From an optimization exercise on the open Yosys and OpenROAD flow, aimed at small area; shortcuts taken in it are not production practice. Only simulation tests tie the RTL to the original design; equivalence was not proved. Power figures rest on the tool's default switching activity, not on a simulated workload.

**flow/run.sh**
```bash
#!/bin/bash
# synth_recipe.tcl (not shown) runs the flow's synth.tcl, then flattens the netlist and writes it again
# the make line also repeats each setting of config.mk as NAME=value (left out here)
make -C /OpenROAD-flow-scripts/flow DESIGN_CONFIG=/design/flow/config.mk WORK_HOME=/design/flow/orfs CLKGATE_MAP_FILE= SYNTH_SCRIPT=/design/flow/synth_recipe.tcl finish
```
**flow/config.mk**
```make
export PLATFORM = sky130hd
export DESIGN_NAME = tenthirty
export DESIGN_NICKNAME = tenthirty
export VERILOG_FILES = /design/flow/design.v
export SDC_FILE = /design/flow/constraint.sdc
export NUM_CORES = 4
export LEC_CHECK = 0
export CAP_MARGIN = 20
export CORE_MARGIN = 2
export CORE_UTILIZATION = 40
export SLEW_MARGIN = 20
```
**flow/design.v**
```verilog
module LUT (
    input      [5:0] addr,
    output reg [3:0] card
);
always @(*) begin
    case (addr)
        6'd1: card = 4'd10;
        6'd2: card = 4'd10;
        6'd3: card = 4'd8;
        6'd4: card = 4'd2;
        6'd5: card = 4'd2;
        6'd6: card = 4'd2;
        6'd7: card = 4'd7;
        6'd8: card = 4'd11;
        6'd9: card = 4'd6;
        6'd10: card = 4'd5;
        6'd11: card = 4'd1;
        6'd12: card = 4'd4;
        6'd13: card = 4'd11;
        6'd14: card = 4'd10;
        6'd15: card = 4'd11;
        6'd16: card = 4'd11;
        6'd17: card = 4'd1;
        6'd18: card = 4'd5;
        6'd19: card = 4'd11;
        6'd20: card = 4'd3;
        6'd21: card = 4'd1;
        6'd22: card = 4'd1;
        6'd23: card = 4'd1;
        6'd24: card = 4'd11;
        6'd25: card = 4'd11;
        6'd26: card = 4'd3;
        6'd27: card = 4'd4;
        6'd28: card = 4'd7;
        6'd29: card = 4'd7;
        6'd30: card = 4'd9;
        6'd31: card = 4'd11;
        6'd32: card = 4'd4;
        6'd33: card = 4'd11;
        6'd34: card = 4'd11;
        6'd35: card = 4'd1;
        6'd36: card = 4'd11;
        6'd37: card = 4'd3;
        6'd38: card = 4'd9;
        6'd39: card = 4'd5;
        6'd40: card = 4'd11;
        6'd41: card = 4'd2;
        6'd42: card = 4'd10;
        6'd43: card = 4'd11;
        6'd44: card = 4'd2;
        6'd45: card = 4'd1;
        6'd46: card = 4'd11;
        6'd47: card = 4'd1;
        6'd48: card = 4'd4;
        6'd49: card = 4'd8;
        6'd50: card = 4'd9;
        6'd51: card = 4'd7;
        6'd52: card = 4'd11;
        default: card = 4'd0;
    endcase
end
endmodule
module tenthirty(
    input clk,
    input rst_n,  
    input btn_m,  
    input btn_r,  
    output reg [7:0] seg7_sel,
    output reg [7:0] seg7,    
    output reg [7:0] seg7_l,  
    output reg [2:0] led  
);
localparam IDLE            = 3'd0;
localparam BEGINING        = 3'd1;
localparam HIT_CARD_PLAYER = 3'd2;
localparam HIT_CARD_DEALER = 3'd3;
localparam COMPARE         = 3'd4;
localparam DONE            = 3'd5;
localparam [3:0] C_POINT = 4'd0;
localparam [3:0] C_NUM0  = 4'd10;
localparam [3:0] C_LINE  = 4'd12;
localparam [3:0] C_RST   = 4'd13;
reg [5:0] cnt;
always @(posedge clk or negedge rst_n) begin
    if (!rst_n) cnt <= 6'd4;
    else        cnt <= cnt + 6'd1;
end
wire       dis_en = (cnt[2:0] == 3'b111);    
wire       rise   = (cnt == 6'd35);          
wire       fall   = (cnt == 6'd3);           
wire [2:0] j      = cnt[5:3];                
reg press_flag_1, press_flag_2;
reg pip;       
reg nflag;     
always @(posedge clk or negedge rst_n) begin
    if (!rst_n) begin
        press_flag_1 <= 1'b0;
        press_flag_2 <= 1'b0;
        pip          <= 1'b0;
        nflag        <= 1'b0;
    end
    else if (rise) begin
        press_flag_1 <= btn_m;
        press_flag_2 <= btn_r;
        pip          <= btn_m & ~press_flag_1;
        nflag        <= pip;
    end
end
wire btn_r_pluse = btn_r & ~press_flag_2;
reg [2:0] state;
reg [2:0] pick_times;
reg       done;           
reg [2:0] round;
reg [5:0] pointer;
reg [5:0] player_total, dealer_total;
reg       player_pass, dealer_pass;
reg [4:0] valid;          
reg [1:0] led_code;
wire st_idle = (state == IDLE);
wire st_beg  = (state == BEGINING);
wire st_hp   = (state == HIT_CARD_PLAYER);
wire st_hd   = (state == HIT_CARD_DEALER);
wire st_cmp  = (state == COMPARE);
wire st_done = (state == DONE);
wire st_hit  = st_hp | st_hd;
wire [5:0] hand_total = st_hp ? player_total : dealer_total;
wire       hand_end   = (pick_times == 3'd5) || (hand_total > 6'd21) || btn_r_pluse;
reg [2:0] next_state;
always @(*) begin
    case (state)
        IDLE            : next_state = pip ? BEGINING : IDLE;
        BEGINING        : next_state = HIT_CARD_PLAYER;
        HIT_CARD_PLAYER : next_state = done ? HIT_CARD_DEALER : HIT_CARD_PLAYER;
        HIT_CARD_DEALER : next_state = done ? COMPARE : HIT_CARD_DEALER;
        COMPARE         : next_state = (round == 3'd4) ? DONE : btn_r_pluse ? IDLE : COMPARE;
        DONE            : next_state = DONE;
        default         : next_state = IDLE;
    endcase
end
wire winner = dealer_pass ? 1'b1 :
              player_pass ? 1'b0 :
              (player_total > 6'd21) ? 1'b1 :
              (dealer_total > 6'd21) ? 1'b0 :
              (player_total > dealer_total) ? 1'b0 : 1'b1;
always @(posedge clk or negedge rst_n) begin
    if (!rst_n) begin
        state      <= IDLE;
        pick_times <= 3'd0;
        done       <= 1'b0;
        round      <= 3'd0;
        pointer    <= 6'd0;
        led_code   <= 2'd0;
    end
    else if (rise) begin
        state <= next_state;
        if (st_hit) begin
            pick_times <= done ? 3'd0 : pick_times + {2'b00, pip};
            done       <= ~done & hand_end;
        end
        else begin
            pick_times <= {2'b00, st_beg};
            done       <= 1'b0;
        end
        if (st_hd & ~done & hand_end) round <= round + 3'd1;
        pointer  <= pointer + {5'd0, pip};
        led_code <= st_cmp ? (winner ? 2'd2 : 2'd1) : st_done ? 2'd3 : 2'd0;
    end
end
always @(*) begin
    led[0] = (led_code == 2'd1);
    led[1] = (led_code == 2'd2);
    led[2] = (led_code == 2'd3);
end
wire [2:0] back = cnt[2] ? (pick_times + ~j) : 3'd0;
wire [5:0] addr = pointer - {3'd0, back};
wire [3:0] card;
LUT inst_LUT (.addr(addr), .card(card));
wire [5:0] add = (~nflag | btn_r_pluse) ? 6'd0 :
                 (card == 4'd11) ? 6'd1 : {1'b0, card, 1'b0};
always @(posedge clk or negedge rst_n) begin
    if (!rst_n) begin
        player_total <= 6'd0;
        dealer_total <= 6'd0;
        valid        <= 5'd0;
    end
    else if (fall) begin
        if (st_idle) begin
            player_total <= 6'd0;
            dealer_total <= 6'd0;
        end
        if (st_beg | st_hp) player_total <= player_total + add;
        if (st_hd)          dealer_total <= dealer_total + add;
        if (nflag & ~done) begin
            if (st_beg) valid[0] <= ~btn_r_pluse;
            if (st_hit) begin
                case (pick_times)
                    3'd1: valid[0] <= ~btn_r_pluse;
                    3'd2: valid[1] <= ~btn_r_pluse;
                    3'd3: valid[2] <= ~btn_r_pluse;
                    3'd4: valid[3] <= ~btn_r_pluse;
                    3'd5: valid[4] <= ~btn_r_pluse;
                    default: ;
                endcase
            end
        end
    end
end
always @(posedge clk or negedge rst_n) begin
    if (!rst_n) begin
        player_pass <= 1'b0;
        dealer_pass <= 1'b0;
    end
    else begin
        if (st_idle) begin
            player_pass <= 1'b0;
            dealer_pass <= 1'b0;
        end
        if (st_hp && pick_times == 3'd5 && player_total <= 6'd21) player_pass <= 1'b1;
        if (st_hd && pick_times == 3'd5 && dealer_total <= 6'd21) dealer_pass <= 1'b1;
    end
end
function [3:0] half_code(input [5:0] t);
    half_code = t[0] ? C_POINT : C_LINE;
endfunction
function [3:0] units_code(input [5:0] t, input is_player);
    reg [4:0] h;
    reg [3:0] u;
    begin
        h = t[5:1];
        if (is_player)
            u = (h >= 5'd20) ? h - 5'd20 : (h >= 5'd10) ? h - 5'd10 : h;
        else
            u = (h >= 5'd10) ? h - 5'd10 : h;
        units_code = (u == 4'd0) ? C_NUM0 : (u > 4'd10) ? C_POINT : u;
    end
endfunction
function [3:0] tens_code(input [5:0] t, input is_player);
    reg [4:0] h;
    begin
        h = t[5:1];
        tens_code = (h > 5'd19) ? 4'd2 : (is_player && h > 5'd9) ? 4'd1 : C_NUM0;
    end
endfunction
wire live      = (j == pick_times - 3'd1);
wire live_void = live & (j[2] ? nflag : done);   
wire [3:0] card_code = (valid[j] & ~live_void) ? card : C_POINT;
reg [3:0] code;
always @(*) begin
    code = C_LINE;
    if (st_hit && !(st_hd && pick_times == 3'd0)) begin
        case (j)
            3'd5: code = half_code(hand_total);
            3'd6: code = units_code(hand_total, st_hp);
            3'd7: code = tens_code(hand_total, st_hp);
            default: code = (j >= pick_times) ? C_LINE : card_code;
        endcase
    end
    else if (st_cmp || st_done) begin
        case (j)
            3'd0: code = half_code(player_total);
            3'd1: code = units_code(player_total, 1'b1);
            3'd2: code = tens_code(player_total, 1'b1);
            3'd3: code = C_LINE;
            3'd4: code = C_LINE;
            3'd5: code = half_code(dealer_total);
            3'd6: code = units_code(dealer_total, 1'b0);
            3'd7: code = tens_code(dealer_total, 1'b0);
        endcase
    end
    else begin
        code = (j >= 3'd6) ? C_NUM0 : C_LINE;
    end
end
reg [3:0] seg_code_r, seg_code_l;
always @(posedge clk or negedge rst_n) begin
    if (!rst_n) begin
        seg_code_r <= C_RST;
        seg_code_l <= C_LINE;
    end
    else if (dis_en) begin
        if (!j[2]) seg_code_r <= code;
        else       seg_code_l <= code;
    end
end
function [7:0] seg_pattern(input [3:0] c);
    case (c)
        4'd1 : seg_pattern = 8'b0000_0110;
        4'd2 : seg_pattern = 8'b0101_1011;
        4'd3 : seg_pattern = 8'b0100_1111;
        4'd4 : seg_pattern = 8'b0110_0110;
        4'd5 : seg_pattern = 8'b0110_1101;
        4'd6 : seg_pattern = 8'b0111_1101;
        4'd7 : seg_pattern = 8'b0000_0111;
        4'd8 : seg_pattern = 8'b0111_1111;
        4'd9 : seg_pattern = 8'b0110_1111;
        4'd10: seg_pattern = 8'b0011_1111;
        4'd12: seg_pattern = 8'b0000_0001;
        4'd13: seg_pattern = 8'b0000_0001;
        default: seg_pattern = 8'b1000_0000;
    endcase
endfunction
always @(*) begin
    seg7   = seg_pattern(seg_code_r);
    seg7_l = seg_pattern(seg_code_l);
    seg7_sel = (seg_code_r == C_RST) ? 8'hff : (8'd1 << (j - 3'd1));
end
endmodule
```
**flow/constraint.sdc**
```tcl
create_clock -name core_clock -period 10.0 [get_ports {clk}]
set_input_delay 2.0000 -clock core_clock [delete_from_list [all_inputs] [get_ports {clk}]]
set_output_delay 2.0000 -clock core_clock [all_outputs]
set_load 0.01 [all_outputs]
```
==> impl_results.md, run 1 <==
* Total Routing Usage GR at 0.208
* Clock root cell: sky130_fd_sc_hd__clkbuf_16
* Arrival @ worst endpoint at 6.41 ns
* Part of the power in the clock network at 0.443
* Async set-reset flop share out of synthesis at 1.00
* Final antenna diode count at 0
* Initial antenna violation count at 0
* Number of vias per cell after detailed routing at about 6.0
* Class of the worst hold path: reg -> reg
* Count of warnings emitted by yosys at 2
* Reg-to-reg startpoint: cnt[4]
* Die width at about 130 µm
* Core Box Area at approximately 15000 µm²
* H-tree depth reported by CTS at 2
* Maximum clock frequency at 0.161 GHz
* Worst Hold Launch: cnt[0]
* Placed Instances at 934
* Crit. Startpoint: cnt[4]
* IO Count at 31
* Number of DRC violations after detailed routing at 0
* Flops & latches, synth at 55
* Sw frac at 0.241
* Pins over their slew limit at 0
* Result of the run: finished clean
* List of cells traversed by the critical path: inv_1, fa_1, nand2_1, fa_1, xor2_1, nor2_1, nor3_1, mux2i_1, a2bb2oi_1, or4_4, or2_1, nand3_1, nor2_1, ha_1, a21o_1, o211a_1, or3_1, a32o_1
* # clock sinks at 55
* Met3 Wirelength at a little under 800 µm
* Sequential cell area fraction in the yosys report at 0.231
* Post-layout power at 426 µW
* Synth Flop Type: sky130_fd_sc_hd__dfrtp_1
* Gate power share at 0.029
* Die Outline Area at 16000 µm²
* Maxcap violations at 0
* Routed via count at 5665
* Unrepaired setup endpoints after global routing: no
* Critical Path RT at 10.21 ns
* Port bufs at 30
* Largest buffer count on any clock path at 2
* Final critical-path required period at between 6 and 7 ns
* Synthesized net count at 827
* Die outline height at 126 µm
* Worst-skew pair later-pin latency at 0.31 ns
* Proportion of layout cells with a drive suffix above 1 at 0.0594
* # rows at 44
* Non-filler instance count after layout at 942
* Placer's final routability congestion estimate at around 0.92
* Number of library cell types mapped by synthesis at 76
* Wl on met1 at ~7600 µm
* Worst-path cell with the longest stage delay: sky130_fd_sc_hd__xor2_1
* Leakage power figure at 0.00276 µW
* Leading post-synthesis cells by cell area: sky130_fd_sc_hd__dfrtp_1, sky130_fd_sc_hd__ha_1, sky130_fd_sc_hd__nand2_1
* Critical path fanouts, max at 17
* Cell-internal power at 323 µW
* Number of gates given a new drive strength after cts at 0
* Count of endpoints failing hold in the final timing report at 0
* Largest net degree at the start of global routing at 56
* Actual transition at the worst max-transition pin at ~0.9 ns
* Final Routed Wirelength at approximately 17000 µm
* Biggest area consumer among synthesized cells: sky130_fd_sc_hd__dfrtp_1
* CTS tree: yes
* Violation count after the first detailed-route iteration at 461
* Per-cell routed wire length at 17.6 µm
* Peak ir drop on the vdd network at 77.8 µV
* Wire length of the first global-routing pass at 27500 µm
* Hold Worst Slack at between 0.4 and 0.5 ns
* Mean instance size in the synthesized netlist at a little under 8 µm²
* Worst Setup Start Kind: flop
* Synth-to-Final Area Change at 9.03%
* Quantity of hold-fixing buffers added after cts at 0
* Post-synthesis instance area at 6000 µm²
* Largest stage delay, worst path at 0.79 ns
* First drt pass iteration count at 5
* Register share of total power at 0.528
* Final setup violating endpoints at 0
* Starting density of the core at 0.411
* Num CTS Buffers at 5
* Top routing layer in use: met4
* Detail Route Antenna Nets at 0
* Type of destination of the critical path: flop
* Worst clock skew on the final layout at around 0.011 ns
* Max transition margin at 0.403
* Period Utilization, post-route at 0.620
* Power density normalized to cell area at 65.1 nW/µm²
* Post-Syn Instances at ~760
* Crit-path leading delay family: simple AND/OR/NAND/NOR gates
* Setup TNS at 0 ns
* Clk slew on worst S/H paths at 0.08 ns
* Number of global-route vias before repair at 5423
* Post-CTS Setup Inserts at 0
* Detail Placement HPWL at 12600 µm
* Met2 WL post-DR at ~7700 µm
* Critical path class: reg -> reg
* EDFF count, synth at 0
* Net count reported at finish at ~830
* Portion of synthesized cell area occupied by the leading cell type at 0.204
* Total gr overflow at 0
* Number of buffers and inverters on the critical path at 1
* Sw Pwr at 103 µW
## routing by layer
layer	vias up	track usage
met1	2720	0.276
li1	2759	-
met4	0	0.0802
met3	32	0.0333
met2	154	0.342
met5	-	0
## layout by cell type, fill, tap and decap left out, types with 12 or more instances in the layout
cell type                         synthesis  final
sky130_fd_sc_hd__o21ai_0                 61     61
sky130_fd_sc_hd__inv_1                   43     43
sky130_fd_sc_hd__nor3_1                  12     12
sky130_fd_sc_hd__nor2_1                  54     54
sky130_fd_sc_hd__xnor2_1                 18     18
sky130_fd_sc_hd__nand3_1                 29     29
sky130_fd_sc_hd__dfrtp_1                 49     49
sky130_fd_sc_hd__nor2b_1                 12     12
sky130_fd_sc_hd__ha_1                    62     62
sky130_fd_sc_hd__clkdlybuf4s50_1          0     29
sky130_fd_sc_hd__a21oi_1                 47     47
sky130_fd_sc_hd__nand2_1                 89     89
## power by group through the flow
stage               clock (µW)  combinational (µW)  sequential (µW)
global route               204                14.5              225
CTS                        193                13.1              225
global placement             0                12.5              229
detailed placement           0                13.0              229
floorplan                    0                5.78              229
finish                     189                12.5              225
## cells by family after synthesis
kind of cell / share of synthesized area
XOR/XNOR: 0.0465
buffers and inverters: 0.0563
AO/OA/AOI/OAI: 0.276
multiplexers: 0.0352
flip-flops: 0.231
adder cells (fa/ha/maj): 0.146
AND/OR/NAND/NOR: 0.209
## final cells by class
type,instances,area (µm²)
Fill cell,1458,8050
Multi-Input combinational cell,617,4280
Sequential cell,55,1380
Timing Repair Buffer,34,325
Tap cell,184,230
Inverter,44,165
Clock buffer,5,125
Clock inverter,3,27.5
## state kept, by name (all words and copies together), names as in the netlist
name,count
pointer,6
player_pass,1
valid,5
round,3
state,3
pick_times,3
press_flag_1,1
nflag,1
player_total,6
dealer_pass,1
pip,1
press_flag_2,1
dealer_total,6
cnt,6
seg_code_r,4
led_code,2
seg_code_l,4
done,1
## cell usage after synthesis, types with 8 or more instances
master / count
sky130_fd_sc_hd__o21a_1: 10
sky130_fd_sc_hd__a211oi_1: 11
sky130_fd_sc_hd__a21o_1: 8
sky130_fd_sc_hd__or3_1: 10
sky130_fd_sc_hd__nor2b_1: 12
sky130_fd_sc_hd__clkbuf_1: 33
sky130_fd_sc_hd__inv_1: 43
sky130_fd_sc_hd__nand2_1: 89
sky130_fd_sc_hd__xnor2_1: 18
sky130_fd_sc_hd__nor3_1: 12
sky130_fd_sc_hd__a21oi_1: 47
sky130_fd_sc_hd__and2_1: 11
sky130_fd_sc_hd__dfrtp_1: 49
sky130_fd_sc_hd__ha_1: 62
sky130_fd_sc_hd__nand3_1: 29
sky130_fd_sc_hd__mux2_2: 9
sky130_fd_sc_hd__nor2_1: 54
sky130_fd_sc_hd__o31ai_1: 8
sky130_fd_sc_hd__a31oi_1: 11
sky130_fd_sc_hd__o21ai_0: 61
sky130_fd_sc_hd__a311oi_1: 9
sky130_fd_sc_hd__mux2i_1: 11
## path summary, 6_finish.rpt
kind,end,slack [ns],cells past startpoint
min in group asynchronous,round[1],1.83,2
worst min-delay path,cnt[0],0.46,1
worst max register to register,player_total[3],3.80,18
max in group asynchronous,seg_code_r[1],7.69,2
worst min register to register,cnt[0],0.46,1
worst max-delay path,player_total[3],3.80,18
## through the flow
stage	setup WS, ns	util	instance area [µm²]
after global routing	3.41	0.448	6540
after global placement	4.01	0.438	6390
after detailed placement	3.91	0.438	6390
after CTS	3.90	0.448	6540
final	3.80	0.448	6540
after floorplan	4.51	-	6000
==> run 2: changes to the inputs <==
--- a/flow/design.v
+++ b/flow/design.v
@@ -220,8 +220,5 @@
     end
 end
-function [3:0] half_code(input [5:0] t);
-    half_code = t[0] ? C_POINT : C_LINE;
-endfunction
-function [3:0] units_code(input [5:0] t, input is_player);
+function [3:0] total_code(input [5:0] t, input is_player, input [1:0] pos);
     reg [4:0] h;
     reg [3:0] u;
@@ -232,12 +229,9 @@
         else
             u = (h >= 5'd10) ? h - 5'd10 : h;
-        units_code = (u == 4'd0) ? C_NUM0 : (u > 4'd10) ? C_POINT : u;
-    end
-endfunction
-function [3:0] tens_code(input [5:0] t, input is_player);
-    reg [4:0] h;
-    begin
-        h = t[5:1];
-        tens_code = (h > 5'd19) ? 4'd2 : (is_player && h > 5'd9) ? 4'd1 : C_NUM0;
+        case (pos)
+            2'd0:    total_code = t[0] ? C_POINT : C_LINE;
+            2'd1:    total_code = (u == 4'd0) ? C_NUM0 : (u > 4'd10) ? C_POINT : u;
+            default: total_code = (h > 5'd19) ? 4'd2 : (is_player && h > 5'd9) ? 4'd1 : C_NUM0;
+        endcase
     end
 endfunction
@@ -245,30 +239,18 @@
 wire live_void = live & (j[2] ? nflag : done);   
 wire [3:0] card_code = (valid[j] & ~live_void) ? card : C_POINT;
+wire       show_cmp = st_cmp | st_done;
+wire       show_hit = st_hit & ~(st_hd & (pick_times == 3'd0));
+wire       t_dealer = show_cmp ? j[2] : st_hd;
+wire [5:0] t_sel    = t_dealer ? dealer_total : player_total;
+wire [1:0] t_pos    = (show_cmp & ~j[2]) ? j[1:0] : (j[1:0] - 2'd1);
+wire [3:0] t_code   = total_code(t_sel, ~t_dealer, t_pos);
 reg [3:0] code;
 always @(*) begin
-    code = C_LINE;
-    if (st_hit && !(st_hd && pick_times == 3'd0)) begin
-        case (j)
-            3'd5: code = half_code(hand_total);
-            3'd6: code = units_code(hand_total, st_hp);
-            3'd7: code = tens_code(hand_total, st_hp);
-            default: code = (j >= pick_times) ? C_LINE : card_code;
-        endcase
-    end
-    else if (st_cmp || st_done) begin
-        case (j)
-            3'd0: code = half_code(player_total);
-            3'd1: code = units_code(player_total, 1'b1);
-            3'd2: code = tens_code(player_total, 1'b1);
-            3'd3: code = C_LINE;
-            3'd4: code = C_LINE;
-            3'd5: code = half_code(dealer_total);
-            3'd6: code = units_code(dealer_total, 1'b0);
-            3'd7: code = tens_code(dealer_total, 1'b0);
-        endcase
-    end
-    else begin
+    if (show_hit)
+        code = (j >= 3'd5) ? t_code : (j >= pick_times) ? C_LINE : card_code;
+    else if (show_cmp)
+        code = (j == 3'd3 || j == 3'd4) ? C_LINE : t_code;
+    else
         code = (j >= 3'd6) ? C_NUM0 : C_LINE;
-    end
 end
 reg [3:0] seg_code_r, seg_code_l;
--- a/flow/config.mk
+++ b/flow/config.mk
@@ -6,4 +6,5 @@
 export NUM_CORES = 4
 export LEC_CHECK = 0
+export ABC_AREA = 1
 export CAP_MARGIN = 20
 export CORE_MARGIN = 2
==> run 2 against run 1 <==
Net effect: critical path depth increased by 4; design area decreased by 13%; global-route usage decreased by 1.2 points; clock skew decreased by 0.0066 ns; total power increased by 3.0%; first-iteration DRC count decreased by 41%; hold slack got worse by 0.010 ns; critical path type unchanged; largest power group unchanged.
==> impl_results.md, run 2 <==
* Number of library cell types mapped by synthesis at 43
* Core Box Area at about 12000 µm²
* Critical path fanouts, max at 9
* H-tree depth reported by CTS at 2
* Leading cell type in the layout, fill and taps excluded: sky130_fd_sc_hd__nand2_1
* Worst-path cell with the longest stage delay: sky130_fd_sc_hd__fa_1
* Number of global-route vias before repair at 4508
* Arrival @ worst endpoint at slightly below 5 ns
* Detail Route Antenna Nets at 0
* Placement-stage cell area at about 5500 µm²
* Die outline height at 116 µm
* Hold Worst Slack at 0.453 ns
* Type of destination of the critical path: flop
* Class of the worst hold path: reg -> reg
* IO Count at 31
* Async set-reset flop share out of synthesis at 1.00
* Sequential cell area fraction in the yosys report at 0.275
* Period Utilization, post-route at 0.477
* Critical path class: reg -> reg
* Critical Path RT at 10.18 ns
* Placer's final routability congestion estimate at between 0.9 and 1
* Final Routed Wirelength at 12500 µm
* Violation count after the first detailed-route iteration at 273
* Synth Flop Type: sky130_fd_sc_hd__dfrtp_1
* Wire length of the first global-routing pass at between 20000 and 25000 µm
* Die width at 116 µm
* Leading post-synthesis cells by cell area: sky130_fd_sc_hd__dfrtp_1, sky130_fd_sc_hd__nand2_1, sky130_fd_sc_hd__ha_1
* Die Outline Area at about 14000 µm²
* Worst-skew pair later-pin latency at 0.30 ns
* Portion of synthesized cell area occupied by the leading cell type at 0.243
* Reg-to-reg startpoint: cnt[3]
* Proportion of layout cells with a drive suffix above 1 at 0.0500
* Largest buffer count on any clock path at 2
* Power density normalized to cell area at 77.0 nW/µm²
* Initial antenna violation count at 0
* Pins over their slew limit at 0
* Count of endpoints failing hold in the final timing report at 0
* EDFF count, synth at 0
* Max transition margin at 0.521
* Post-Syn Instances at roughly 730
* Port bufs at 30
* Synthesized net count at 792
* Worst clock skew on the final layout at about 0.0046 ns
* Detail Placement HPWL at between 10000 and 15000 µm
* Clock root cell: sky130_fd_sc_hd__clkbuf_16
* Cell types with the highest counts after synthesis: sky130_fd_sc_hd__nand2_1, sky130_fd_sc_hd__inv_1, sky130_fd_sc_hd__o21ai_0
* Actual transition at the worst max-transition pin at around 0.72 ns
* CTS tree: yes
* Total gr overflow at 0
* # clock sinks at 55
* Mean instance size in the synthesized netlist at about 6.9 µm²
* Flops & latches, synth at 55
* Crit. Startpoint: cnt[3]
* Setup TNS at 0 ns
* Worst Setup Start Kind: flop
* Routed via count at 4737
* Largest stage delay, worst path at 0.59 ns
* Result of the run: finished clean
* Number of vias per cell after detailed routing at 5.10
* Count of warnings emitted by yosys at 2
* Most frequent cells in the layout: sky130_fd_sc_hd__nand2_1, sky130_fd_sc_hd__inv_1, sky130_fd_sc_hd__o21ai_0
* Largest net degree at the start of global routing at 56
* Maxcap violations at 0
* Final antenna diode count at 0
* Net count reported at finish at 825
* Leakage power figure at 0.00293 µW
* Final setup violating endpoints at 0
* Final critical-path required period at 4.77 ns
* Maximum clock frequency at roughly 0.21 GHz
* # rows at 40
* Biggest area consumer among synthesized cells: sky130_fd_sc_hd__dfrtp_1
* List of cells traversed by the critical path: inv_1, ha_1, fa_1, nand2_1, fa_1, inv_1, ha_1, inv_1, nand2_1, o21ai_0, o21ai_0, nand3_1, nand2_1, inv_1, nand4_1, nand2_1, nor2_1, ha_1, a21o_1, a21oi_1, xor2_1, o22ai_1
* Final design area excluding fillers at 5700 µm²
* Number of gates given a new drive strength after cts at 0
* Num CTS Buffers at 5
* Starting density of the core at 0.414
* Quantity of hold-fixing buffers added after cts at 0
* Per-cell routed wire length at 13.5 µm
* Most numerous cell in the Yosys netlist: sky130_fd_sc_hd__nand2_1
* Worst Hold Launch: cnt[0]
* Post-synthesis instance area at 5040 µm²
* Synth-to-Final Area Change at 13.1%
* Unrepaired setup endpoints after global routing: no
* Number of DRC violations after detailed routing at 0
* Peak ir drop on the vdd network at 68.9 µV
* First drt pass iteration count at 5
* Clk slew on worst S/H paths at 0.07 ns
* Post-CTS Setup Inserts at 0
* Total Routing Usage GR at 0.197
-- run 2: changes by cell type after synthesis, sizes merged, moves of 11 or more --
cell	change
xnor2	-14
mux2i	-11
o21ai	+17
nor2b	-12
and2	-11
nand3	+29
a21oi	-16
a211oi	-13
inv	+61
nand2	+112
clkbuf	-29
-- run 2: cell families (layout without fill, tap and decap cells) --
logic type                 Yosys count  count (layout)  share of synthesized area
xor gates and xnor gates            21              21                     0.0395
DFF                                 55              55                      0.275
and+or+nand+nor                    336             336                      0.284
adders and majority gates           62              62                      0.160
buffers and inverters              113             147                     0.0857
AOI/OAI and AO/OA                  139             139                      0.156
-- run 2: layout make-up --
type	count	area (µm²)
flip-flops and latches	55	1380
fillers	1264	6460
clock buffers	6	129
inverters	107	402
repair buffers	32	310
well taps	168	210
multi-input cells	558	3230
clock inverters	2	37.5
-- run 2: worst paths after layout --
kind,slack (ns),endpoint,cells after the start
hold / removal,0.45,cnt[0],1
setup reg to reg,5.23,dealer_total[3],22
max in group asynchronous,7.69,seg_code_r[1],2
min in group asynchronous,1.82,led_code[1],2
setup / recovery,5.23,dealer_total[3],22
hold reg to reg,0.45,cnt[0],1
-- run 2: power breakdown --
| part | switching [µW] | internal (µW) |
|---|---|---|
| clock | 83.5 | 118 |
| sequential | 0.235 | 223 |
| combinational | 9.63 | 3.93 |
| total | 93.3 | 345 |
-- run 2: per-layer routing --
layer  GRT usage  routed length [µm]  vias to the layer above
met2       0.330                5870                       91
met3      0.0311                 416                       27
met4      0.0849                 370                        0
li1            -                   -                     2444
met1       0.252                5860                     2175
met5           0                   0                        -
-- run 2: worst max-delay path, delay by kind of cell, from the launching register on --
kind	cells	cell delay (ns)
AOI/OAI and AO/OA	5	0.75
and+or+nand+nor	7	0.92
adders and majority gates	5	1.85
xor gates and xnor gates	1	0.16
DFF	1	0.48
buffers and inverters	4	0.52
-- run 2: per-stage QoR --
step / instances / total power (µW) / utilization / worst slack (ns)
after floorplan: 726 / 234 / - / 5.71
final: 928 / 439 / 0.469 / 5.23
after global routing: 928 / 457 / 0.469 / 4.77
after detailed placement: 920 / 241 / 0.455 / 5.28
after CTS: 928 / 445 / 0.469 / 5.26
after global placement: 920 / 241 / 0.455 / 5.37
==> run 3: changes to the inputs <==
--- a/flow/design.v
+++ b/flow/design.v
@@ -98,5 +98,4 @@
         press_flag_2 <= 1'b0;
         pip          <= 1'b0;
-        nflag        <= 1'b0;
     end
     else if (rise) begin
@@ -104,6 +103,8 @@
         press_flag_2 <= btn_r;
         pip          <= btn_m & ~press_flag_1;
-        nflag        <= pip;
-    end
+    end
+end
+always @(posedge clk) begin
+    if (rise) nflag <= pip;
 end
 wire btn_r_pluse = btn_r & ~press_flag_2;
@@ -146,6 +147,4 @@
     if (!rst_n) begin
         state      <= IDLE;
-        pick_times <= 3'd0;
-        done       <= 1'b0;
         round      <= 3'd0;
         pointer    <= 6'd0;
@@ -154,4 +153,11 @@
     else if (rise) begin
         state <= next_state;
+        if (st_hd & ~done & hand_end) round <= round + 3'd1;
+        pointer  <= pointer + {5'd0, pip};
+        led_code <= st_cmp ? (winner ? 2'd2 : 2'd1) : st_done ? 2'd3 : 2'd0;
+    end
+end
+always @(posedge clk) begin
+    if (rise) begin
         if (st_hit) begin
             pick_times <= done ? 3'd0 : pick_times + {2'b00, pip};
@@ -162,7 +168,4 @@
             done       <= 1'b0;
         end
-        if (st_hd & ~done & hand_end) round <= round + 3'd1;
-        pointer  <= pointer + {5'd0, pip};
-        led_code <= st_cmp ? (winner ? 2'd2 : 2'd1) : st_done ? 2'd3 : 2'd0;
     end
 end
@@ -176,40 +179,30 @@
 wire [3:0] card;
 LUT inst_LUT (.addr(addr), .card(card));
-wire [5:0] add = (~nflag | btn_r_pluse) ? 6'd0 :
+wire land = fall & nflag;                
+wire [5:0] add = (~land | btn_r_pluse) ? 6'd0 :
                  (card == 4'd11) ? 6'd1 : {1'b0, card, 1'b0};
-always @(posedge clk or negedge rst_n) begin
-    if (!rst_n) begin
-        player_total <= 6'd0;
-        dealer_total <= 6'd0;
-        valid        <= 5'd0;
-    end
-    else if (fall) begin
-        if (st_idle) begin
-            player_total <= 6'd0;
-            dealer_total <= 6'd0;
-        end
-        if (st_beg | st_hp) player_total <= player_total + add;
-        if (st_hd)          dealer_total <= dealer_total + add;
-        if (nflag & ~done) begin
-            if (st_beg) valid[0] <= ~btn_r_pluse;
-            if (st_hit) begin
-                case (pick_times)
-                    3'd1: valid[0] <= ~btn_r_pluse;
-                    3'd2: valid[1] <= ~btn_r_pluse;
-                    3'd3: valid[2] <= ~btn_r_pluse;
-                    3'd4: valid[3] <= ~btn_r_pluse;
-                    3'd5: valid[4] <= ~btn_r_pluse;
-                    default: ;
-                endcase
-            end
-        end
-    end
-end
-always @(posedge clk or negedge rst_n) begin
-    if (!rst_n) begin
-        player_pass <= 1'b0;
-        dealer_pass <= 1'b0;
-    end
-    else begin
+always @(posedge clk) begin
+    begin
+        player_total <= st_idle ? 6'd0 : player_total + ((st_beg | st_hp) ? add : 6'd0);
+        dealer_total <= st_idle ? 6'd0 : dealer_total + (st_hd ? add : 6'd0);
+    end
+end
+always @(posedge clk) begin
+    if (land & ~done) begin
+        if (st_beg) valid[0] <= ~btn_r_pluse;
+        if (st_hit) begin
+            case (pick_times)
+                3'd1: valid[0] <= ~btn_r_pluse;
+                3'd2: valid[1] <= ~btn_r_pluse;
+                3'd3: valid[2] <= ~btn_r_pluse;
+                3'd4: valid[3] <= ~btn_r_pluse;
+                3'd5: valid[4] <= ~btn_r_pluse;
+                default: ;
+            endcase
+        end
+    end
+end
+always @(posedge clk) begin
+    begin
         if (st_idle) begin
             player_pass <= 1'b0;
==> flow/flow/run.sh (new file) <==
#!/bin/bash
# Own layout flow: the standard layout, with
#  - synthesis through flow/synth.tcl (the standard flow's synthesis script with an area
#    oriented ABC script, flow/abc.script, and no adder extraction), and
#  - sky130_fd_sc_hd__buf_1 as the port buffers.
set -euo pipefail
W=$(pwd)
export OWN_ABC_SCRIPT=$W/flow/abc.script
bash standard.sh synth "SYNTH_SCRIPT=$W/flow/synth.tcl" > $W/own_synth.log 2>&1
bash standard.sh finish "BUFFER_PORTS_ARGS=-buffer_cell sky130_fd_sc_hd__buf_1" > $W/own_layout.log 2>&1
==> flow/flow/abc.script (new file) <==
strash
balance -l; resub -K 6 -l; rewrite -l; resub -K 6 -N 2 -l; refactor -l; resub -K 8 -l; balance -l; resub -K 8 -N 2 -l; rewrite -l; resub -K 10 -l; rewrite -z -l; resub -K 10 -N 2 -l; balance -l; resub -K 12 -l; refactor -z -l; resub -K 12 -N 2 -l; rewrite -z -l; balance -l
dch -f
amap
topo
==> flow/flow/synth.tcl (new file) <==
# The standard flow's synthesis script (synth_recipe.tcl), with the combinational logic
# mapped for area by flow/abc.script and without ORFS's adder extraction.
proc synth {args} { yosys synth -nofsm -noshare {*}$args }
proc abc {args} {
  set i [lsearch -exact $args -script]
  if {$i >= 0} { lset args [expr {$i + 1}] $::env(OWN_ABC_SCRIPT) }
  yosys abc {*}$args
}
set ::env(ADDER_MAP_FILE) ""
source $::env(SCRIPTS_DIR)/synth.tcl
# left out here: clear keep_hierarchy, flatten, clean up, hide names made inside functions, write 1_2_yosys.v
==> flow/standard.sh (new file) <==
#!/bin/bash
# synth_recipe.tcl (not shown) runs the flow's synth.tcl, then flattens the netlist and writes it again
# the make line also repeats each setting of config.mk as NAME=value (left out here)
make -C /OpenROAD-flow-scripts/flow DESIGN_CONFIG=/design/flow/config.mk WORK_HOME=/design/flow/orfs CLKGATE_MAP_FILE= SYNTH_SCRIPT=/design/flow/synth_recipe.tcl "${@:-finish}"
--- a/flow/config.mk
+++ b/flow/config.mk
@@ -10,3 +10,5 @@
 export CORE_MARGIN = 2
 export CORE_UTILIZATION = 40
+export CTS_BUF_LIST = sky130_fd_sc_hd__clkbuf_8
+export CTS_CLUSTER_SIZE = 8
 export SLEW_MARGIN = 20
removed: flow/run.sh
==> run 3 against run 2 <==
Net effect: still clean on timing, DRC and antenna; register-to-register slack got worse by 1.5 ns; worst setup slack got worse by 1.5 ns; hold slack improved by 0.019 ns; die area fell by 27%; clock power fell by 36%; sequential share of layout area rose by 9.8 points; sequential cell count did not move; largest power group unchanged.
==> impl_results.md, run 3 <==
* Synth-to-Final Area Change at 9.80%
* Arrival @ worst endpoint at approximately 6.5 ns
* Reg-to-reg startpoint: cnt[5]
* Port bufs at 30
* Leakage power figure at 0.00140 µW
* Leading cell type in the layout, fill and taps excluded: sky130_fd_sc_hd__nor2_1
* Result of the run: finished clean
* Synth Flop Type: sky130_fd_sc_hd__dfrtp_1
* Period Utilization, post-route at 0.623
* Met2 layer usage reported by global route at 0.323
* Critical path class: reg -> reg
* Number of global-route vias before repair at 3486
* Post-CTS Setup Inserts at 0
* Type of destination of the critical path: flop
* CTS tree: yes
* Crit-path leading delay family: simple AND/OR/NAND/NOR gates
* Starting density of the core at 0.415
* Total Routing Usage GR at 0.194
* Leading post-synthesis cells by cell area: sky130_fd_sc_hd__dfrtp_1, sky130_fd_sc_hd__nor2_1, sky130_fd_sc_hd__edfxtp_1
* Clk slew on worst S/H paths at 0.10 ns
* Final setup violating endpoints at 0
* Global routing's busiest layer: met2
* Hold Worst Slack at 0.472 ns
* Count of endpoints failing hold in the final timing report at 0
* Number of DRC violations after detailed routing at 0
* Synthesized net count at 533
* Critical path fanouts, max at 14
* Flops & latches, synth at 55
* Maxcap violations at 0
* Largest stage delay, worst path at 0.62 ns
* Sequential cell area fraction in the yosys report at 0.375
* Most numerous cell in the Yosys netlist: sky130_fd_sc_hd__nor2_1
* Async set-reset flop share out of synthesis at 0.564
* Dominant cell type by count on the critical path: sky130_fd_sc_hd__o21ai_0
* Mean instance size in the synthesized netlist at approximately 6.9 µm²
* Peak ir drop on the vdd network at 62.8 µV
* Critical register-to-register path endpoint: dealer_total[5]
* Number of library cell types mapped by synthesis at 41
* Power density normalized to cell area at 96.6 nW/µm²
* Per-cell routed wire length at 13.5 µm
* Worst clock skew on the final layout at 0.00578 ns
* Register-to-register path setup slack at 3.77 ns
* Pins over their slew limit at 0
* Count of warnings emitted by yosys at 2
* Number of gates given a new drive strength after cts at 0
* Worst Setup Start Kind: flop
* Num CTS Buffers at 5
* Detail Route Antenna Nets at 0
* IO Count at 31
* Actual transition at the worst max-transition pin at 0.804 ns
* Critical Path RT at 10.24 ns
* H-tree depth reported by CTS at 2
* Wire length of the first global-routing pass at ~16000 µm
* Clock root cell: sky130_fd_sc_hd__clkbuf_8
* Worst Hold Path EP: cnt[0]
* # clock sinks at 55
* Met3 global-route usage at 0.0302
* Die width at 99.4 µm
* R2R depth at 30
* Initial antenna violation count at 0
* Number of cells on the worst hold path at 1
* Unrepaired setup endpoints after global routing: no
* Post-Syn Instances at approximately 530
* Most frequent cells in the layout: sky130_fd_sc_hd__nor2_1, sky130_fd_sc_hd__clkinv_1, sky130_fd_sc_hd__o21ai_0
* Proportion of layout cells with a drive suffix above 1 at 0.0299
* EDFF count, synth at 10
* Largest net degree at the start of global routing at 32
* Die outline height at 99.4 µm
* Largest buffer count on any clock path at 2
* # rows at 34
* Core Box Area at 8760 µm²
* Number of buffers and inverters on the critical path at 2
* Worst-path cell with the longest stage delay: sky130_fd_sc_hd__dfrtp_1
* Placer's final routability congestion estimate at between 0.8 and 0.9
* First drt pass iteration count at 5
* Biggest area consumer among synthesized cells: sky130_fd_sc_hd__dfrtp_1
* Net count reported at finish at 571
* Setup TNS at 0 ns
* Total gr overflow at 0
* Quantity of hold-fixing buffers added after cts at 0
* Portion of synthesized cell area occupied by the leading cell type at 0.172
* Cell count along the critical path at 30
* Maximum clock frequency at 0.160 GHz
* Fraction of met1 tracks used by global routing at 0.250
* Worst Hold Launch: cnt[0]
* Max transition margin at 0.464
* Class of the worst hold path: reg -> reg
* Worst-skew pair later-pin latency at 0.31 ns
* Number of vias per cell after detailed routing at 5.56
* Detail Placement HPWL at 7190 µm
* Violation count after the first detailed-route iteration at between 200 and 300
* Final Routed Wirelength at 9110 µm
* Die Outline Area at 9880 µm²
* Final antenna diode count at 0
* Final critical-path required period at 6.23 ns
* Post-synthesis instance area at 3640 µm²
* Routed via count at 3761
* Cell types with the highest counts after synthesis: sky130_fd_sc_hd__nor2_1, sky130_fd_sc_hd__clkinv_1, sky130_fd_sc_hd__o21ai_0
run 3: changes by cell type after synthesis, sizes merged, moves of 10 or more:
cell	change
o21ai	-23
ha	-58
edfxtp	+10
dfxtp	+14
nand2	-163
o22ai	+15
inv	-105
nand4	-13
dfrtp	-24
nor2	+98
clkinv	+68
o21a	+13
xor2	-15
nand3	-49
run 3: final cells by class:
class | instances | area (µm²)
Fill cell | 913 | 4770
Timing Repair Buffer | 31 | 121
Inverter | 70 | 263
Clock buffer | 5 | 68.8
Tap cell | 108 | 135
Clock inverter | 3 | 23.8
Sequential cell | 55 | 1360
Multi-Input combinational cell | 404 | 2020
run 3: power by group:
part	internal [µW]	switching [µW]
clock	50.3	78.5
sequential	228	1.46
combinational	9.26	18.1
total	288	98.0
run 3: kinds of logic (layout without fill, tap and decap cells):
group,Yosys count,count (layout),share of synthesized area
buffers and inverters,70,109,0.0722
AND/OR/NAND/NOR,240,240,0.275
AO/OA/AOI/OAI,164,164,0.278
flip-flops,55,55,0.375
run 3: how the worst max path moves through the flow:
| stage | startpoint | end | slack (ns) |
|---|---|---|---|
| global route | cnt[4] | dealer_total[5] | 2.93 |
| detailed placement | cnt[5] | dealer_total[5] | 3.92 |
| global placement | cnt[5] | player_total[5] | 3.90 |
| floorplan | cnt[4] | player_total[5] | 4.94 |
| CTS | cnt[5] | dealer_total[5] | 3.87 |
| finish | cnt[5] | dealer_total[5] | 3.77 |
run 3: stage by stage:
step	power [µW]	setup WS (ns)	instance area (µm²)	cells	utilization
after floorplan	252	4.94	3640	529	-
after global placement	261	3.90	3900	668	0.445
after detailed placement	262	3.92	3900	668	0.445
after CTS	390	3.87	3990	676	0.455
after global routing	402	2.93	4000	676	0.456
final	386	3.77	4000	676	0.456
run 3: metal layers:
layer  vias up  share of wire
li1       1916              -
met2       152           0.45
met4         0          0.028
met5         -              0
met1      1669           0.46
met3        24          0.057
==> run 4: changes to the inputs <==
--- a/flow/config.mk
+++ b/flow/config.mk
@@ -11,4 +11,5 @@
 export CORE_UTILIZATION = 40
 export CTS_BUF_LIST = sky130_fd_sc_hd__clkbuf_8
+export CTS_CLUSTER_DIAMETER = 20
 export CTS_CLUSTER_SIZE = 8
 export SLEW_MARGIN = 20
==> run 4 against run 3 <==
Net effect: routed wire length unchanged; clock power barely moved; die area unchanged; sequential share of layout area unchanged; hold slack is the same; largest cell class unchanged.
==> impl_results.md, run 4 <==
* Synth-to-Final Area Change at 9.80%
* Leading cell type in the layout, fill and taps excluded: sky130_fd_sc_hd__nor2_1
* Period Utilization, post-route at 0.623
* Worst clock skew on the final layout at 0.00578 ns
* First drt pass iteration count at 5
* Worst Setup Start Kind: flop
* Port bufs at 30
* Async set-reset flop share out of synthesis at 0.564
* Leakage power figure at 0.00140 µW
* Post-layout power at 386 µW
* Maxcap violations at 0
* Largest buffer count on any clock path at 2
* Number of gates given a new drive strength after cts at 0
* Setup TNS at 0 ns
* Routed via count at around 3800
* Actual transition at the worst max-transition pin at 0.804 ns
* Critical Path RT at ~10 ns
* Core Box Area at 8760 µm²
* Proportion of layout cells with a drive suffix above 1 at 0.0299
* Cell types with the highest counts after synthesis: sky130_fd_sc_hd__nor2_1, sky130_fd_sc_hd__clkinv_1, sky130_fd_sc_hd__o21ai_0
* Detail Route Antenna Nets at 0
* Critical path fanouts, max at 14
* Placement-stage cell area at 3900 µm²
* IO Count at 31
* Synthesized net count at 533
* Type of destination of the critical path: flop
* Initial antenna violation count at 0
* Biggest area consumer among synthesized cells: sky130_fd_sc_hd__dfrtp_1
* Power density normalized to cell area at 96.6 nW/µm²
* Largest stage delay, worst path at 0.62 ns
* Arrival @ worst endpoint at 6.47 ns
* Net count reported at finish at 571
* Synth Flop Type: sky130_fd_sc_hd__dfrtp_1
* Flops & latches, synth at 55
* Count of endpoints failing hold in the final timing report at 0
* Count of warnings emitted by yosys at 2
* Clock root cell: sky130_fd_sc_hd__clkbuf_8
* Die Outline Area at 9880 µm²
* Number of DRC violations after detailed routing at 0
* CTS tree: yes
* H-tree depth reported by CTS at 2
* Final critical-path required period at 6.23 ns
* Leading post-synthesis cells by cell area: sky130_fd_sc_hd__dfrtp_1, sky130_fd_sc_hd__nor2_1, sky130_fd_sc_hd__edfxtp_1
* Critical path class: reg -> reg
* Portion of synthesized cell area occupied by the leading cell type at 0.172
* Quantity of hold-fixing buffers added after cts at 0
* Hold Worst Slack at 0.472 ns
* Worst slack at placement at 3.92 ns
* Total Routing Usage GR at 0.194
* Placer's final routability congestion estimate at 0.880
* Die outline height at roughly 99 µm
* Largest net degree at the start of global routing at 32
* Sequential cell area fraction in the yosys report at 0.375
* Number of global-route vias before repair at 3486
* Post-synthesis instance area at 3640 µm²
* Worst-skew pair later-pin latency at 0.31 ns
* Die width at 99.4 µm
* Mean instance size in the synthesized netlist at between 6 and 7 µm²
* Post-CTS Setup Inserts at 0
* Worst-path cell with the longest stage delay: sky130_fd_sc_hd__dfrtp_1
* # clock sinks at 55
* Max transition margin at 0.464
* Violation count after the first detailed-route iteration at 256
* Maximum clock frequency at 0.160 GHz
* Per-cell routed wire length at roughly 13 µm
* Num CTS Buffers at 5
* EDFF count, synth at 10
* Starting density of the core at 0.415
* Most frequent cells in the layout: sky130_fd_sc_hd__nor2_1, sky130_fd_sc_hd__clkinv_1, sky130_fd_sc_hd__o21ai_0
* Result of the run: finished clean
* Final design area excluding fillers at 4000 µm²
* Pins over their slew limit at 0
* Post-route worst setup slack at 3.77 ns
* # rows at 34
* Final setup violating endpoints at 0
* Clk slew on worst S/H paths at approximately 0.10 ns
* Final antenna diode count at 0
* Peak ir drop on the vdd network at 62.8 µV
* Final Routed Wirelength at 9110 µm
* Number of vias per cell after detailed routing at 5.56
* Number of library cell types mapped by synthesis at 41
* Post-Syn Instances at 529
* Unrepaired setup endpoints after global routing: no
* Most numerous cell in the Yosys netlist: sky130_fd_sc_hd__nor2_1
* Total gr overflow at 0
* Wire length of the first global-routing pass at 15700 µm
* Register-to-register path setup slack at 3.77 ns
* Detail Placement HPWL at 7190 µm
* Class of the worst hold path: reg -> reg
* Filler Cells Inserted at 913
* Dominant cell type by count on the critical path: sky130_fd_sc_hd__o21ai_0
==> run 4: path summary, 6_finish.rpt <==
check | to | cells past startpoint | startpoint
setup / recovery | dealer_total[5] | 30 | cnt[5]
hold / removal | cnt[0] | 1 | cnt[0]
setup reg to reg | dealer_total[5] | 30 | cnt[5]
hold reg to reg | cnt[0] | 1 | cnt[0]
max in group asynchronous | seg_code_l[0] | 1 | rst_n
min in group asynchronous | press_flag_1 | 1 | rst_n
==> run 4: worst max-delay path, delay by kind of cell, from the launching register on <==
kind	cells	cell delay [ns]
simple gates	17	2.47
buf+inv	2	0.68
compound gates	11	2.39
flops	1	0.62
==> run 4: area by class of cell <==
| type | count | area (µm²) | area share |
|---|---|---|---|
| Timing Repair Buffer | 31 | 121 | 0.0304 |
| Clock buffer | 5 | 68.8 | 0.0172 |
| Sequential cell | 55 | 1360 | 0.341 |
| Multi-Input combinational cell | 404 | 2020 | 0.506 |
| Tap cell | 108 | 135 | 0.0338 |
| Clock inverter | 3 | 23.8 | 0.00595 |
| Inverter | 70 | 263 | 0.0657 |
==> run 4: kinds of logic after synthesis <==
kind of cell	synth area share
DFF	0.375
buffers and inverters	0.0722
and+or+nand+nor	0.275
AOI/OAI and AO/OA	0.278
==> run 4: through the flow <==
| step | instances | util |
|---|---|---|
| 3_5_place_dp | 668 | 0.445 |
| 4_1_cts | 676 | 0.455 |
| 2_1_floorplan | 529 | - |
| 3_3_place_gp | 668 | 0.445 |
| 5_1_grt | 676 | 0.456 |
| 6_report | 676 | 0.456 |
==> run 4: where the power goes <==
group / total, µW / internal [µW] / switching (µW)
sequential: 230 / 228 / 1.46
clock: 129 / 50.3 / 78.5
combinational: 27.3 / 9.26 / 18.1
total: 386 / 288 / 98.0
==> run 4: layer usage <==
metal  track usage  share of wire  up-vias
met5             0              0        -
met4        0.0811          0.028        0
met3        0.0302          0.057       24
met1         0.250           0.46     1669
li1              -              -     1916
met2         0.323           0.45      152
==> run 5: changes to the inputs <==
--- a/flow/config.mk
+++ b/flow/config.mk
@@ -9,7 +9,5 @@
 export CAP_MARGIN = 20
 export CORE_MARGIN = 2
-export CORE_UTILIZATION = 40
+export CORE_UTILIZATION = 65
 export CTS_BUF_LIST = sky130_fd_sc_hd__clkbuf_8
-export CTS_CLUSTER_DIAMETER = 20
-export CTS_CLUSTER_SIZE = 8
 export SLEW_MARGIN = 20
==> run 5 against run 4 <==
Net effect: die area down 37%; non-clock buffer count unchanged; clock skew up 0.0046 ns; combinational power about the same; first-iteration DRC count up 15%; critical path type unchanged; critical endpoint unchanged; largest power group unchanged.
==> impl_results.md, run 5 <==
* Result of the run: finished clean
* H-tree depth reported by CTS at 2
* Post-CTS Setup Inserts at 0
* Quantity of hold-fixing buffers added after cts at 0
* Final design area excluding fillers at 3960 µm²
* IO Count at 31
* Port bufs at 30
* Critical path fanouts, max at 14
* First drt pass iteration count at 5
* Worst Hold Path EP: dealer_pass
* Most numerous cell in the Yosys netlist: sky130_fd_sc_hd__nor2_1
* Placement-stage cell area at 3850 µm²
* Net count reported at finish at ~570
* Period Utilization, post-route at 0.637
* Sequential cell area fraction in the yosys report at 0.375
* Die width at 78.8 µm
* Type of destination of the critical path: flop
* Largest buffer count on any clock path at 2
* Flops & latches, synth at 55
* Worst-path cell with the longest stage delay: sky130_fd_sc_hd__dfrtp_1
* Clock root cell: sky130_fd_sc_hd__clkbuf_8
* Number of library cell types mapped by synthesis at 41
* Number of buffers and inverters on the critical path at 2
* Number of cells on the worst hold path at 2
* Class of the worst hold path: reg -> reg
* Routed via count at 3847
* Peak ir drop on the vdd network at 86.4 µV
* Final setup violating endpoints at 0
* Detail Route Antenna Nets at 0
* Violation count after the first detailed-route iteration at 294
* Count of warnings emitted by yosys at 2
* Critical path class: reg -> reg
* Fraction of synthesized area in multiplexers at 0
* Setup TNS at 0 ns
* Leakage power figure at 0.00142 µW
* Post-Syn Instances at around 530
* CTS tree: yes
* Arrival @ worst endpoint at 6.59 ns
* Reg-to-reg startpoint: cnt[5]
* Dominant combinational cell family by area after synthesis: compound AO/OA/AOI/OAI gates
* Worst clock skew on the final layout at 0.0104 ns
* Cell types with the highest counts after synthesis: sky130_fd_sc_hd__nor2_1, sky130_fd_sc_hd__clkinv_1, sky130_fd_sc_hd__o21ai_0
* Worst Hold Launch: dealer_pass
* Critical Path RT at 10.22 ns
* Largest net degree at the start of global routing at 32
* Starting density of the core at 0.665
* Per-cell routed wire length at between 10 and 15 µm
* Final critical-path required period at 6.37 ns
* Synth-to-Final Area Change at 8.77%
* Initial antenna violation count at 0
* Die Outline Area at 6210 µm²
* Mean instance size in the synthesized netlist at approximately 6.9 µm²
* Biggest area consumer among synthesized cells: sky130_fd_sc_hd__dfrtp_1
* Synth Flop Type: sky130_fd_sc_hd__dfrtp_1
* Power density normalized to cell area at about 100 nW/µm²
* Synth Area in Compound Gates at 0.278
* EDFF count, synth at 10
* Number of vias per cell after detailed routing at 6.01
* Portion of synthesized cell area occupied by the leading cell type at 0.172
* Num CTS Buffers at 5
* Number of global-route vias before repair at 3376
* Leading cell type in the layout, fill and taps excluded: sky130_fd_sc_hd__nor2_1
* Maxcap violations at 0
* Clk slew on worst S/H paths at around 0.1 ns
* Largest stage delay, worst path at approximately 0.62 ns
* Placer's final routability congestion estimate at 0.943
* Maximum clock frequency at 0.157 GHz
* Crit-path leading delay family: simple AND/OR/NAND/NOR gates
* Core Box Area at 5470 µm²
* Most frequent cells in the layout: sky130_fd_sc_hd__nor2_1, sky130_fd_sc_hd__clkinv_1, sky130_fd_sc_hd__o21ai_0
* Number of DRC violations after detailed routing at 0
* Leading post-synthesis cells by cell area: sky130_fd_sc_hd__dfrtp_1, sky130_fd_sc_hd__nor2_1, sky130_fd_sc_hd__edfxtp_1
* Async set-reset flop share out of synthesis at 0.564
* Unrepaired setup endpoints after global routing: no
* R2R depth at 30
* Critical register-to-register path endpoint: dealer_total[5]
* Synthesized net count at 533
* # rows at 27
* Actual transition at the worst max-transition pin at 1.00 ns
* Worst-skew pair later-pin latency at 0.30 ns
* # clock sinks at 55
* Pins over their slew limit at 0
* Register-to-register path setup slack at 3.63 ns
* Total gr overflow at 0
* Post-synthesis instance area at approximately 3600 µm²
* Die outline height at between 70 and 80 µm
* Number of gates given a new drive strength after cts at 0
* Total Routing Usage GR at 0.290
* Max transition margin at 0.325
* Wire length of the first global-routing pass at 14600 µm
* Count of endpoints failing hold in the final timing report at 0
* Fraction of synthesized cell area in xor and xnor cells at 0
* Post-synthesis adder-cell area fraction at 0
* Final antenna diode count at 0
* Final Routed Wirelength at 8760 µm
* Worst Setup Start Kind: flop
* Proportion of layout cells with a drive suffix above 1 at 0.0264
* Simple-gate share of the synthesized area at 0.275
* Detail Placement HPWL at between 6000 and 7000 µm
* Dominant cell type by count on the critical path: sky130_fd_sc_hd__o21ai_0
[run 5: cell types whose count changed in the layout (fill, tap and decap cells not counted)]
cell / change
sky130_fd_sc_hd__clkinvlp_4: -2
sky130_fd_sc_hd__clkinv_2: +1
sky130_fd_sc_hd__inv_6: -1
sky130_fd_sc_hd__bufinv_16: +1
sky130_fd_sc_hd__o41ai_2: -1
sky130_fd_sc_hd__clkinv_1: +1
sky130_fd_sc_hd__o41ai_1: +1
[run 5: power by group]
group          internal [µW]  total (µW)  switching [µW]
Combinational           9.25        27.2            17.9
Clock                   73.4         143            69.1
Sequential               228         230            1.52
[run 5: metal layers]
| metal | track usage | wire (µm) | up-vias |
|---|---|---|---|
| met1 | 0.384 | 3950 | 1752 |
| met4 | 0.102 | 202 | 0 |
| met2 | 0.485 | 4050 | 152 |
| met3 | 0.0500 | 563 | 26 |
| li1 | - | - | 1917 |
| met5 | 0 | 0 | - |
[run 5: cell families (layout without fill, tap and decap cells)]
kind of cell           count (synthesis)  count (layout)
AO/OA/AOI/OAI                        164             164
AND/OR/NAND/NOR                      240             240
flip-flops                            55              55
buffers and inverters                 70             109
[run 5: layout make-up]
class / instances / area [µm²]
clock inverter: 3 / 38.8
inverter: 70 / 263
tap: 72 / 90.1
timing repair buffer: 31 / 121
fill: 478 / 1510
multi-input combinational: 404 / 2010
clock buffer: 5 / 68.8
sequential: 55 / 1360
[run 5: worst reg2reg max path: cells and delay by family, from the launching register on]
family	cells	cell delay [ns]
simple gates	17	2.55
compound gates	11	2.39
buf+inv	2	0.70
flops	1	0.62
[run 5: worst max path at each step]
stage                 from  cells past startpoint              end
finish              cnt[5]                     30  dealer_total[5]
global route        cnt[5]                     30  dealer_total[5]
CTS                 cnt[5]                     30  dealer_total[5]
detailed placement  cnt[5]                     30  dealer_total[5]
global placement    cnt[5]                     30  dealer_total[5]
floorplan           cnt[4]                     32  player_total[5]
[run 5: metrics by stage]
step           power (µW)  hold slack (ns)  setup slack, ns   util  std cells
2_1_floorplan         252            0.436             4.94      -        529
3_3_place_gp          261            0.451             4.11  0.704        632
3_5_place_dp          261            0.462             3.96  0.704        632
4_1_cts               403            0.477             3.85  0.723        640
5_1_grt               416            0.488             2.94  0.723        640
6_report              400            0.472             3.63  0.723        640
==> run 6: changes to the inputs <==
==> flow/flow/abc.script (replaced) <==
strash
&get -n
&deepsyn -T 60
&put
dch -f
amap
topo
==> run 6 against run 5 <==
Net effect: still clean on timing, DRC and antenna; register-to-register slack better by 0.14 ns; non-clock buffer count grew 1; routed wire length down 0.35%; clock-buffer cell count unchanged; design area down 5.2%; final cell count decreased by 6.3%; via count fell by 5.0%; clock skew is 0.0026 ns higher.
==> impl_results.md, run 6 <==
* Per-cell routed wire length at about 15 µm
* Count of warnings emitted by yosys at 2
* Leading post-synthesis cells by cell area: sky130_fd_sc_hd__dfrtp_1, sky130_fd_sc_hd__nor2_1, sky130_fd_sc_hd__edfxtp_1
* Period Utilization, post-route at 0.624
* Mean instance size in the synthesized netlist at 7.03 µm²
* Fraction of met1 tracks used by global routing at 0.426
* Synth Flop Type: sky130_fd_sc_hd__dfrtp_1
* Dominant combinational cell family by area after synthesis: simple AND/OR/NAND/NOR gates
* Number of gates given a new drive strength after cts at 0
* Register-to-register path setup slack at 3.76 ns
* Largest stage delay, worst path at 0.69 ns
* Die width at 76.8 µm
* Worst slack at placement at 3.98 ns
* Filler Cells Inserted at 431
* Post-CTS Setup Inserts at 0
* Area of the multi-input gates at ~1800 µm²
* Core Box Area at between 5000 and 6000 µm²
* Gate power share at 0.208
* Wire length of the first global-routing pass at 14600 µm
* First drt pass iteration count at 6
* # rows at 26
* Total gr overflow at 0
* Num CTS Buffers at 5
* Sequential cell area fraction in the yosys report at 0.396
* Power density normalized to cell area at 129 nW/µm²
* Actual transition at the worst max-transition pin at 0.856 ns
* Post-Syn Instances at 490
* Storage cell area at approximately 1400 µm²
* Met3 global-route usage at 0.0553
* Largest buffer count on any clock path at 2
* Non-filler instance count after layout at 600
* Cell-internal power at ~330 µW
* Detail Placement HPWL at about 6700 µm
* Net count reported at finish at between 500 and 600
* Pins over their slew limit at 0
* Simple-gate share of the synthesized area at 0.278
* Synth-to-Final Area Change at 8.98%
* Worst Hold Launch: press_flag_1
* H-tree depth reported by CTS at 2
* Critical path class: reg -> reg
* Most numerous cell in the Yosys netlist: sky130_fd_sc_hd__nor2_1
* Post-route worst setup slack at 3.76 ns
* Total Routing Usage GR at 0.304
* R2R depth at 27
* IO Count at 31
* Part of the power in the clock network at 0.269
* Worst Setup Start Kind: flop
* Crit-path leading delay family: compound AO/OA/AOI/OAI gates
* Number of library cell types mapped by synthesis at 38
* Peak ir drop on the vdd network at 120 µV
* Die outline height at 76.8 µm
* Synth Area in Compound Gates at 0.256
* Number of vias per cell after detailed routing at 6.09
* Global routing's busiest layer: met2
* Dominant cell type by count on the critical path: sky130_fd_sc_hd__o21ai_0
* Critical register-to-register path endpoint: player_total[5]
* Leakage power figure at roughly 0.0014 µW
* Unrepaired setup endpoints after global routing: no
* Reg-to-reg startpoint: cnt[4]
* Result of the run: finished clean
* Async set-reset flop share out of synthesis at 0.564
* Placer's final routability congestion estimate at 0.917
* Number of global-route vias before repair at about 3200
* Post-layout power at 483 µW
* Violation count after the first detailed-route iteration at 452
* Clk slew on worst S/H paths at 0.10 ns
* Worst-skew pair later-pin latency at 0.32 ns
* Routed via count at 3653
* Final critical-path required period at just over 6 ns
* # clock sinks at 55
* Setup TNS at 0 ns
* Most frequent cells in the layout: sky130_fd_sc_hd__nor2_1, sky130_fd_sc_hd__clkinv_1, sky130_fd_sc_hd__o21ai_0
* Worst-path cell with the longest stage delay: sky130_fd_sc_hd__o21ai_0
* Sw frac at 0.324
* Leading cell type in the layout, fill and taps excluded: sky130_fd_sc_hd__nor2_1
* Final antenna diode count at 0
* Port bufs at 30
* Proportion of layout cells with a drive suffix above 1 at 0.0321
* Post-synthesis instance area at 3440 µm²
* Largest net degree at the start of global routing at 32
* Portion of synthesized cell area occupied by the leading cell type at 0.182
* Max transition margin at 0.423
* Sw Pwr at 156 µW
* Final setup violating endpoints at 0
* Number of cells on the worst hold path at 1
* Type of destination of the critical path: flop
* Fraction of synthesized area in multiplexers at 0
* Met2 layer usage reported by global route at 0.475
* Post-synthesis adder-cell area fraction at 0
* Maximum clock frequency at 0.160 GHz
* Quantity of hold-fixing buffers added after cts at 0
* Cell types with the highest counts after synthesis: sky130_fd_sc_hd__nor2_1, sky130_fd_sc_hd__clkinv_1, sky130_fd_sc_hd__o21ai_0
* CTS tree: yes
* Worst Hold Path EP: pip
* EDFF count, synth at 10
* Number of buffers and inverters on the critical path at 2
* Final Routed Wirelength at 8730 µm
* Register share of total power at 0.523
* Starting density of the core at 0.674
* Maxcap violations at 0
* Biggest area consumer among synthesized cells: sky130_fd_sc_hd__dfrtp_1
* Fraction of synthesized cell area in xor and xnor cells at 0
* Class of the worst hold path: reg -> reg
* Count of endpoints failing hold in the final timing report at 0
* Worst clock skew on the final layout at 0.0129 ns
* Placed Instances at between 500 and 600
* Detail Route Antenna Nets at 0
* Synthesized net count at 494
* Critical path fanouts, max at 8
* Initial antenna violation count at 0
* Flops & latches, synth at 55
* Critical Path RT at 10.24 ns
* Die Outline Area at 5900 µm²
* Number of DRC violations after detailed routing at 0
* Clock root cell: sky130_fd_sc_hd__clkbuf_8
* Arrival @ worst endpoint at between 6 and 7 ns
[run 6: cell type report]
type / instances / area share
tap: 70 / 0.0233
multi-input combinational: 371 / 0.490
inverter: 64 / 0.0640
sequential: 55 / 0.363
clock inverter: 3 / 0.00634
clock buffer: 5 / 0.0183
timing repair buffer: 32 / 0.0343
[run 6: kinds of logic (layout without fill, tap and decap cells)]
kind of cell,Yosys count,count (layout)
AND/OR/NAND/NOR,224,224
AO/OA/AOI/OAI,147,147
buffers and inverters,64,104
flip-flops,55,55
[run 6: worst reg2reg max path, delay by kind of cell (launching register included)]
kind / cells / cell delay (ns)
AOI/OAI and AO/OA: 13 / 3.16
DFF: 1 / 0.46
and+or+nand+nor: 12 / 2.12
buffers and inverters: 2 / 0.41
[run 6: routing by layer]
layer	vias to the layer above	wire (µm)
met2	172	3940
met5	-	0
met1	1647	3810
met4	0	238
li1	1805	-
met3	29	747
[run 6: metrics by stage]
stage / hold WS, ns / cell area [µm²] / util
2_1_floorplan: 0.420 / 3440 / -
3_3_place_gp: 0.448 / 3660 / 0.717
3_5_place_dp: 0.446 / 3660 / 0.717
4_1_cts: 0.478 / 3750 / 0.735
5_1_grt: 0.508 / 3750 / 0.735
6_report: 0.477 / 3750 / 0.735
[run 6: worst max path at each step]
stage,startpoint,end,slack [ns],depth (start not counted)
5_1_grt,cnt[4],player_total[5],3.02,27
4_1_cts,cnt[4],dealer_total[5],3.91,27
3_3_place_gp,cnt[4],dealer_total[5],4.21,27
2_1_floorplan,cnt[4],dealer_total[5],4.81,28
6_report,cnt[4],player_total[5],3.76,27
3_5_place_dp,cnt[4],dealer_total[5],3.98,27
[run 6: power by group through the flow]
| stage | logic [µW] | registers [µW] | clock network (µW) |
|---|---|---|---|
| after floorplan | 76.1 | 253 | 0 |
| after global placement | 95.2 | 256 | 0 |
| after detailed placement | 97.5 | 257 | 0 |
| after CTS | 98.2 | 252 | 130 |
| after global routing | 115 | 253 | 140 |
| final | 101 | 252 | 130 |

## separate check: timing with driven ports
The flow's constraints put no driver on any port. The routed layouts listed below were extracted and timed again, unchanged, in two steps. Step 1 sets driving cells, clkbuf_16 on the clock port and buf_2 on the other inputs (assumed; they add their load-dependent delay and slew). Step 2 moves the port delays by t, midway between the first and last clock arrival at a register: inputs arrive t later, outputs are due t later. That takes back most of the time a late clock gives input paths. Three values: ideal, step 1, step 2; two values: the first two.
run | t, ns | setup slack, ns | hold slack, ns | worst slew at a driven data input, ns | pins driven straight from the clock port
run 1 | 0.351 | 3.798 / 3.798 / 3.798 | 0.463 / 0.463 / 0.463 | 0.03 | 1
run 2 | 0.339 | 5.226 / 5.226 / 5.226 | 0.453 / 0.453 / 0.453 | 0.03 | 1
run 3 | 0.340 | 3.769 / 3.769 / 3.769 | 0.472 / 0.472 / 0.472 | 0.03 | 1
run 4 | 0.340 | 3.769 / 3.769 / 3.769 | 0.472 / 0.472 / 0.472 | 0.03 | 1
run 5 | 0.329 | 3.626 / 3.626 / 3.626 | 0.472 / 0.472 / 0.472 | 0.03 | 1
run 6 | 0.347 | 3.764 / 3.764 / 3.764 | 0.477 / 0.477 / 0.477 | 0.03 | 1
After both steps setup and hold are still met in every run listed.
